What follows belongs to an exercise in optimizing a design on an open flow for small area and a short achievable clock period; a production flow would make more cautious choices.
Only simulation tests tie the RTL to the original design; equivalence was not proved.
No activity file was given, so power comes from the tool's default toggle rates.

### flow/config.mk
export PLATFORM = sky130hd
export DESIGN_NAME = axi_csr_fifo_top
export DESIGN_NICKNAME = axi_csr_fifo_top
export VERILOG_FILES = /design/flow/design.v
export SDC_FILE = /design/flow/constraint.sdc
export NUM_CORES = 4
export LEC_CHECK = 0
export CAP_MARGIN = 20
export CORE_MARGIN = 2
export CORE_UTILIZATION = 40
export SLEW_MARGIN = 20
### flow/constraint.sdc
create_clock -name core_clock -period 5.0 [get_ports {ACLK}]
set_input_delay 1.0000 -clock core_clock [delete_from_list [all_inputs] [get_ports {ACLK}]]
set_output_delay 1.0000 -clock core_clock [all_outputs]
set_load 0.01 [all_outputs]
### flow/design.v
`timescale 1ns / 1ps
module axi4_lite_slave #(
    parameter ADDR_WIDTH = 12,
    parameter DATA_WIDTH = 32
)(
    input  wire                     ACLK,
    input  wire                     ARESETn,
    input  wire [ADDR_WIDTH-1:0]    S_AXI_AWADDR,
    input  wire                     S_AXI_AWVALID,
    output reg                      S_AXI_AWREADY,
    input  wire [DATA_WIDTH-1:0]    S_AXI_WDATA,
    input  wire [(DATA_WIDTH/8)-1:0]S_AXI_WSTRB,
    input  wire                     S_AXI_WVALID,
    output reg                      S_AXI_WREADY,
    output reg  [1:0]               S_AXI_BRESP,
    output reg                      S_AXI_BVALID,
    input  wire                     S_AXI_BREADY,
    input  wire [ADDR_WIDTH-1:0]    S_AXI_ARADDR,
    input  wire                     S_AXI_ARVALID,
    output reg                      S_AXI_ARREADY,
    output reg  [DATA_WIDTH-1:0]    S_AXI_RDATA,
    output reg  [1:0]               S_AXI_RRESP,
    output reg                      S_AXI_RVALID,
    input  wire                     S_AXI_RREADY,
    input  wire                         fifo_empty_i,
    input  wire                         fifo_full_i,
    input  wire [DATA_WIDTH - 1:0]      fifo_level_i,
    output wire [DATA_WIDTH - 1:0]      CONTROL_o
);
    localparam RESP_OKAY   = 2'b00;
    localparam RESP_SLVERR = 2'b10;
    localparam CONTROL_ADDR    = 12'h000;
    localparam STATUS_ADDR     = 12'h004;
    localparam FIFO_LEVEL_ADDR = 12'h008;
    reg [DATA_WIDTH-1:0] CONTROL_reg;
    assign CONTROL_o = CONTROL_reg;
    wire [DATA_WIDTH-1:0] STATUS_reg;
    assign STATUS_reg[0]      = fifo_empty_i;
    assign STATUS_reg[1]      = fifo_full_i;
    assign STATUS_reg[7:2]    = 6'd0;
    assign STATUS_reg[15:8]   = fifo_level_i[7:0];
    assign STATUS_reg[31:16]  = 16'd0;
    reg [ADDR_WIDTH-1:0] awaddr_reg;
    reg [ADDR_WIDTH-1:0] araddr_reg;
    reg aw_en;
    always @(posedge ACLK or negedge ARESETn) begin
        if (!ARESETn) begin
            S_AXI_AWREADY <= 1'b0;
            aw_en         <= 1'b1;
        end else if (!S_AXI_AWREADY && S_AXI_AWVALID && S_AXI_WVALID && aw_en) begin
            S_AXI_AWREADY <= 1'b1;
            awaddr_reg    <= S_AXI_AWADDR;
            aw_en         <= 1'b0;
        end else if (S_AXI_BVALID && S_AXI_BREADY) begin
            aw_en         <= 1'b1;
            S_AXI_AWREADY <= 1'b0;
        end else begin
            S_AXI_AWREADY <= 1'b0;
        end
    end
    always @(posedge ACLK or negedge ARESETn) begin
        if (!ARESETn)
            S_AXI_WREADY <= 1'b0;
        else if (!S_AXI_WREADY && S_AXI_WVALID && S_AXI_AWVALID && aw_en)
            S_AXI_WREADY <= 1'b1;
        else
            S_AXI_WREADY <= 1'b0;
    end
    wire wr_en = S_AXI_AWREADY && S_AXI_AWVALID &&
                 S_AXI_WREADY  && S_AXI_WVALID;
    wire [DATA_WIDTH-1:0] wmask = {
        {8{S_AXI_WSTRB[3]}},
        {8{S_AXI_WSTRB[2]}},
        {8{S_AXI_WSTRB[1]}},
        {8{S_AXI_WSTRB[0]}}
    };
    always @(posedge ACLK or negedge ARESETn) begin
        if (!ARESETn) begin
            CONTROL_reg <= {DATA_WIDTH{1'b0}};
        end else if (wr_en) begin
            case (awaddr_reg)
                CONTROL_ADDR:
                    CONTROL_reg <= (CONTROL_reg & ~wmask) |
                                   (S_AXI_WDATA & wmask);
                default: ;
            endcase
        end
    end
    always @(posedge ACLK or negedge ARESETn) begin
        if (!ARESETn) begin
            S_AXI_BVALID <= 1'b0;
            S_AXI_BRESP  <= RESP_OKAY;
        end else if (wr_en && !S_AXI_BVALID) begin
            S_AXI_BVALID <= 1'b1;
            S_AXI_BRESP  <= (awaddr_reg == CONTROL_ADDR) ?
                             RESP_OKAY : RESP_SLVERR;
        end else if (S_AXI_BVALID && S_AXI_BREADY) begin
            S_AXI_BVALID <= 1'b0;
        end
    end
    always @(posedge ACLK or negedge ARESETn) begin
        if (!ARESETn) begin
            S_AXI_ARREADY <= 1'b0;
        end else if (!S_AXI_ARREADY && S_AXI_ARVALID && !S_AXI_RVALID) begin
            S_AXI_ARREADY <= 1'b1;
            araddr_reg    <= S_AXI_ARADDR;
        end else begin
            S_AXI_ARREADY <= 1'b0;
        end
    end
    reg [DATA_WIDTH-1:0] rdata_reg;
    reg [1:0]            rresp_reg;
    always @(*) begin
        case (araddr_reg)
            CONTROL_ADDR:    begin rdata_reg = CONTROL_reg;     rresp_reg = RESP_OKAY;   end
            STATUS_ADDR:     begin rdata_reg = STATUS_reg;      rresp_reg = RESP_OKAY;   end
            FIFO_LEVEL_ADDR: begin rdata_reg = fifo_level_i;    rresp_reg = RESP_OKAY;   end
            default:         begin rdata_reg = 32'h0;           rresp_reg = RESP_SLVERR; end
        endcase
    end
    always @(posedge ACLK or negedge ARESETn) begin
        if (!ARESETn) begin
            S_AXI_RVALID <= 1'b0;
            S_AXI_RDATA  <= 32'h0;
            S_AXI_RRESP  <= RESP_OKAY;
        end else if (S_AXI_ARREADY && S_AXI_ARVALID && !S_AXI_RVALID) begin
            S_AXI_RVALID <= 1'b1;
            S_AXI_RDATA  <= rdata_reg;
            S_AXI_RRESP  <= rresp_reg;
        end else if (S_AXI_RVALID && S_AXI_RREADY) begin
            S_AXI_RVALID <= 1'b0;
        end
    end
endmodule
`timescale 1ns / 1ps
module fifo_sync
#(
    parameter FIFO_DEPTH = 16,
    parameter DATA_WIDTH = 32,
    parameter FIFO_DEPTH_LOG = $clog2(FIFO_DEPTH)
)
(
    input                           clk,
    input                           rst_n,
    input                           cs,
    input                           wr_en,
    input                           rd_en,
    input  [DATA_WIDTH-1:0]         data_in,
    output reg [DATA_WIDTH-1:0]     data_out,
    output                          fifo_empty,
    output                          fifo_full,
    output [DATA_WIDTH-1:0]         fifo_level
);
    reg [DATA_WIDTH-1:0] fifo_mem [0:FIFO_DEPTH-1];
    reg [FIFO_DEPTH_LOG:0] write_pointer;
    reg [FIFO_DEPTH_LOG:0] read_pointer;
    always @(posedge clk or negedge rst_n) begin
        if (!rst_n) begin
            write_pointer <= 0;
        end
        else if (cs && wr_en && !fifo_full) begin
            fifo_mem[write_pointer[FIFO_DEPTH_LOG-1:0]] <= data_in;
            write_pointer <= write_pointer + 1'b1;
        end
    end
    always @(posedge clk or negedge rst_n) begin
        if (!rst_n) begin
            read_pointer <= 0;
            data_out     <= 0;
        end
        else if (cs && rd_en && !fifo_empty) begin
            data_out <= fifo_mem[read_pointer[FIFO_DEPTH_LOG-1:0]];
            read_pointer <= read_pointer + 1'b1;
        end
    end
    assign fifo_empty = (write_pointer == read_pointer);
    assign fifo_full =
        (write_pointer[FIFO_DEPTH_LOG]     != read_pointer[FIFO_DEPTH_LOG]) &&
        (write_pointer[FIFO_DEPTH_LOG-1:0] == read_pointer[FIFO_DEPTH_LOG-1:0]);
    reg [FIFO_DEPTH_LOG:0] level_count;
    always @(posedge clk) begin
        if (!rst_n)
            level_count <= 0;
        else begin
            case ({cs && wr_en && !fifo_full,
                   cs && rd_en && !fifo_empty})
                2'b10: level_count <= level_count + 1;   
                2'b01: level_count <= level_count - 1;   
                default: level_count <= level_count;     
            endcase
        end
    end
    assign fifo_level = {{(DATA_WIDTH-(FIFO_DEPTH_LOG+1)){1'b0}}, level_count};
endmodule
`timescale 1ns / 1ps
module axi_csr_fifo_top #(
    parameter ADDR_WIDTH = 12,
    parameter DATA_WIDTH = 32,
    parameter FIFO_DEPTH = 16
)(
    input  wire                         ACLK,
    input  wire                         ARESETn,
    input  wire [ADDR_WIDTH - 1:0]      S_AXI_AWADDR,
    input  wire                         S_AXI_AWVALID,
    output wire                         S_AXI_AWREADY,
    input  wire [DATA_WIDTH - 1:0]      S_AXI_WDATA,
    input  wire [(DATA_WIDTH/8) - 1:0]  S_AXI_WSTRB,
    input  wire                         S_AXI_WVALID,
    output wire                         S_AXI_WREADY,
    output wire [1:0]                   S_AXI_BRESP,
    output wire                         S_AXI_BVALID,
    input  wire                         S_AXI_BREADY,
    input  wire [ADDR_WIDTH - 1:0]      S_AXI_ARADDR,
    input  wire                         S_AXI_ARVALID,
    output wire                         S_AXI_ARREADY,
    output wire [DATA_WIDTH - 1:0]      S_AXI_RDATA,
    output wire [1:0]                   S_AXI_RRESP,
    output wire                         S_AXI_RVALID,
    input  wire                         S_AXI_RREADY,
    input  wire                         wr_en,
    input  wire                         rd_en,
    input  wire [DATA_WIDTH - 1:0]      data_in,
    output wire [DATA_WIDTH - 1:0]      data_out
);
    wire fifo_empty;
    wire fifo_full;
    wire [DATA_WIDTH- 1:0]              fifo_level;
    wire [DATA_WIDTH - 1:0]             CONTROL_reg;
    wire fifo_cs;
    assign fifo_cs = CONTROL_reg[0];
    axi4_lite_slave #(
        .ADDR_WIDTH(ADDR_WIDTH),
        .DATA_WIDTH(DATA_WIDTH)
    ) csr_inst (
        .ACLK            (ACLK),
        .ARESETn         (ARESETn),
        .S_AXI_AWADDR    (S_AXI_AWADDR),
        .S_AXI_AWVALID   (S_AXI_AWVALID),
        .S_AXI_AWREADY   (S_AXI_AWREADY),
        .S_AXI_WDATA     (S_AXI_WDATA),
        .S_AXI_WSTRB     (S_AXI_WSTRB),
        .S_AXI_WVALID    (S_AXI_WVALID),
        .S_AXI_WREADY    (S_AXI_WREADY),
        .S_AXI_BRESP     (S_AXI_BRESP),
        .S_AXI_BVALID    (S_AXI_BVALID),
        .S_AXI_BREADY    (S_AXI_BREADY),
        .S_AXI_ARADDR    (S_AXI_ARADDR),
        .S_AXI_ARVALID   (S_AXI_ARVALID),
        .S_AXI_ARREADY   (S_AXI_ARREADY),
        .S_AXI_RDATA     (S_AXI_RDATA),
        .S_AXI_RRESP     (S_AXI_RRESP),
        .S_AXI_RVALID    (S_AXI_RVALID),
        .S_AXI_RREADY    (S_AXI_RREADY),
        .fifo_empty_i    (fifo_empty),
        .fifo_full_i     (fifo_full),
        .fifo_level_i    (fifo_level),
        .CONTROL_o       (CONTROL_reg)
    );
    fifo_sync #(
        .FIFO_DEPTH (FIFO_DEPTH),
        .DATA_WIDTH (DATA_WIDTH)
    ) fifo_inst (
        .clk        (ACLK),
        .rst_n      (ARESETn),
        .cs         (fifo_cs),
        .wr_en      (wr_en),
        .rd_en      (rd_en),
        .data_in    (data_in),
        .data_out   (data_out),
        .fifo_empty (fifo_empty),
        .fifo_full  (fifo_full),
        .fifo_level (fifo_level)
    );
endmodule
### flow/run.sh
#!/bin/bash
# synth_recipe.tcl (not shown) runs the flow's synth.tcl, then flattens the netlist and writes it again
# the make line also repeats each setting of config.mk as NAME=value (left out here)
make -C /OpenROAD-flow-scripts/flow DESIGN_CONFIG=/design/flow/config.mk WORK_HOME=/design/flow/orfs CLKGATE_MAP_FILE= SYNTH_SCRIPT=/design/flow/synth_recipe.tcl finish
==> notes.md <==
status no timing/DRC/antenna violations; Die Y 255 um; via count 14958; core area 62700 um^2; vias in the first global route 14804; critical path's top delay family compound AO/OA/AOI/OAI gates; remaining global-route overflow 0; first-pass GRT wire length 95600 um; postcts setup bufs 0; largest net degree at the start of global routing 165; Post-synth EDFFs 536; WP data required 5540 ps; initial antenna violation count 0; Post-Synthesis Cells 1579; top-area cell type share of the netlist area 0.638; Hold Buf Count CTS 0; relative slew slack 0.288; Routed WL 64600 um; RD Place Congestion 0.781; clock period minus worst slack 3700 ps; Most used DFF post-synth edfxtp_1; Yosys top cell by area edfxtp_1; Post-Layout Cell Count 2654; Filler cells 5280; crit path capture type register; crit-path cells xor2_1 -> nor4_4 -> a21o_2 -> clkinv_1 -> ha_1 -> xor2_1 -> ha_1 -> o21a_1 -> o21ai_0 -> nand2b_1 -> a211oi_1 -> mux2i_1; DRC viols 0; WL/cell 24.3 um; Leak 10.4 nW; final net count 1863; WP buf/inv 1; drt via density 5.64; fin crit share 0.740; CP max stage delay 650 ps; HPWL after DPL 36500 um; final setup fails 0; Worst-Skew Late Latency 620 ps; synth unique cells 65; Die Width 255 um; Clock Sinks 655; TritonCTS clock tree built; initial core utilization 0.402; Layout area overhead 20.4%; Detailed Routing Iterations Pass 1 6; RSZ-0062 raised after global routing no; Port Buffers 171; Final Hold Fails 0; asr flop ratio synth 0.174; Placed Area 28000 um^2; Tot GR Track Use 0.198; most frequent cells in the layout edfxtp_1, clkdlybuf4s50_1, dfrtp_1, nand2_1, clkbuf_16; site row count 92; Slew Viols, Final 0; fin area 30400 um^2; Worst VDD drop 289 uV; Peak Freq 0.270 GHz; clk slew on worst S/H paths 60 ps; CTS Buf Count 71; Iter 0 DRT Violations 1342; Yosys reg bits 655; mapped cell area 25200 um^2; Hold WC Path Type primary input to async pin; cell types occupying the most area after synthesis edfxtp_1, dfrtp_1, mux2i_1; crit path kind register to register; Synth Area per Inst 16.0 um^2; Placed Instances 2523; dpl ws 970 ps; critical path peak fanout 28; die area 65100 um^2; critical path arrival 4240 ps; maxcap violations 0; commonest non-fill, non-tap cell in the layout edfxtp_1; clock skew 29.7 ps; max reg flops 512; Max Root-Sink Buffers 3; post-cts sizing count 0; root buffer cell clkbuf_16; Ys Warns 3; layout cell share with drive strength beyond 1 0.120; crit path setup slack, layout 1300 ps; diodes inserted 0; cell area power density 373 nW/um^2; Critical Path Start Type register; worst slew pin tran 1070 ps; antenna viol nets, final 0; H-tree levels 3; Ports 174; Crit-path slowest cell dfrtp_4; TNS Setup 0 ps; Seq/Total Area, Yosys 0.755
==> per-layer routing <==
layer	global-route usage	vias to the layer above	share of wire
met3	0.0412	88	0.078
met5	0	-	0
met4	0.0521	0	0.020
met2	0.314	584	0.46
met1	0.279	7694	0.44
li1	-	6592	-
==> Yosys cell counts, types with 9 or more instances <==
cell type / number
a221oi_1: 38
a21oi_1: 48
o22ai_1: 15
nand2b_1: 9
nor2_1: 76
o31ai_1: 18
mux2i_1: 62
a22o_1: 53
a22oi_1: 50
buf_1: 9
dfrtp_1: 113
o211ai_1: 12
and2_1: 13
xnor2_1: 10
clkbuf_1: 70
mux2_2: 42
a21o_1: 9
a311oi_1: 16
nand2_1: 103
a31oi_1: 11
ha_1: 12
nand3_1: 37
o21ai_0: 36
a211oi_1: 21
edfxtp_1: 536
inv_1: 9
a222oi_1: 14
buf_2: 23
xor2_1: 9
==> layout make-up <==
type,count,area [um^2],area share
Clock buffer,99,1990,0.0654
Timing Repair Buffer,206,2050,0.0676
Sequential cell,655,19100,0.628
Tap cell,846,1060,0.0349
Multi-Input combinational cell,806,5820,0.192
Inverter,10,37.5,0.00124
Clock inverter,32,342,0.0113
==> stage by stage <==
stage	hold slack, ps	power [mW]	utilization
floorplan	433	6.05	-
global route	414	11.6	0.484
detailed placement	455	6.23	0.447
finish	399	11.3	0.484
global placement	445	6.22	0.447
CTS	393	11.4	0.484
==> final timing paths <==
kind	start	endpoint	slack, ps	depth (start not counted)
min	ARESETn	fifo_inst.data_out[6]	400	1
max	fifo_inst.read_pointer[3]	fifo_inst.level_count[4]	1300	12
min reg2reg	csr_inst.S_AXI_WREADY	csr_inst.S_AXI_WREADY	460	1
max in group asynchronous	ARESETn	csr_inst.S_AXI_RDATA[1]	3770	2
min in group core_clock	csr_inst.S_AXI_WREADY	csr_inst.S_AXI_WREADY	460	1
max reg2reg	fifo_inst.read_pointer[3]	fifo_inst.level_count[4]	1300	12
==> report_power, final <==
group | switching [mW] | leakage [nW] | internal [mW] | total (mW)
logic | 0.114 | 2.86 | 0.0786 | 0.192
registers | 0.00524 | 6.41 | 5.92 | 5.92
clock network | 2.15 | 1.14 | 3.06 | 5.21
==> cells by family after synthesis <==
family	share of synthesized area
muxes	0.0460
xor gates and xnor gates	0.00660
DFF	0.755
adders and majority gates	0.00595
other	0.000149
buffers and inverters	0.0205
AOI/OAI and AO/OA	0.113
and+or+nand+nor	0.0522

## static timing again, ports no longer ideal
The results above use ideal ports. As a check the final layout listed here was re-extracted and re-timed, cells and wires unchanged.
Step 1 (the two cells are an assumption about what drives the block):
set clk [get_ports {ACLK}]
set_driving_cell -lib_cell sky130_fd_sc_hd__clkbuf_16 $clk
set_driving_cell -lib_cell sky130_fd_sc_hd__buf_2 [delete_from_list [all_inputs] $clk]
Step 2 also shifts input and output timing later by t, the mid clock arrival at the registers, as if the neighbouring blocks saw the same clock.
a / b / c = ideal ports / drivers / drivers and shift; a / b = the first two.
t (ns): 0.665
setup slack, ns: 1.301 / 1.301 / 0.965
clock arrival spread, ns: 0.038 / 0.038
worst slew at a driven data input, ns: 0.08
After both steps setup and hold are still met in this run. The setup slack of this run moves by 0.000 ns with the drivers and by -0.336 ns with both steps.
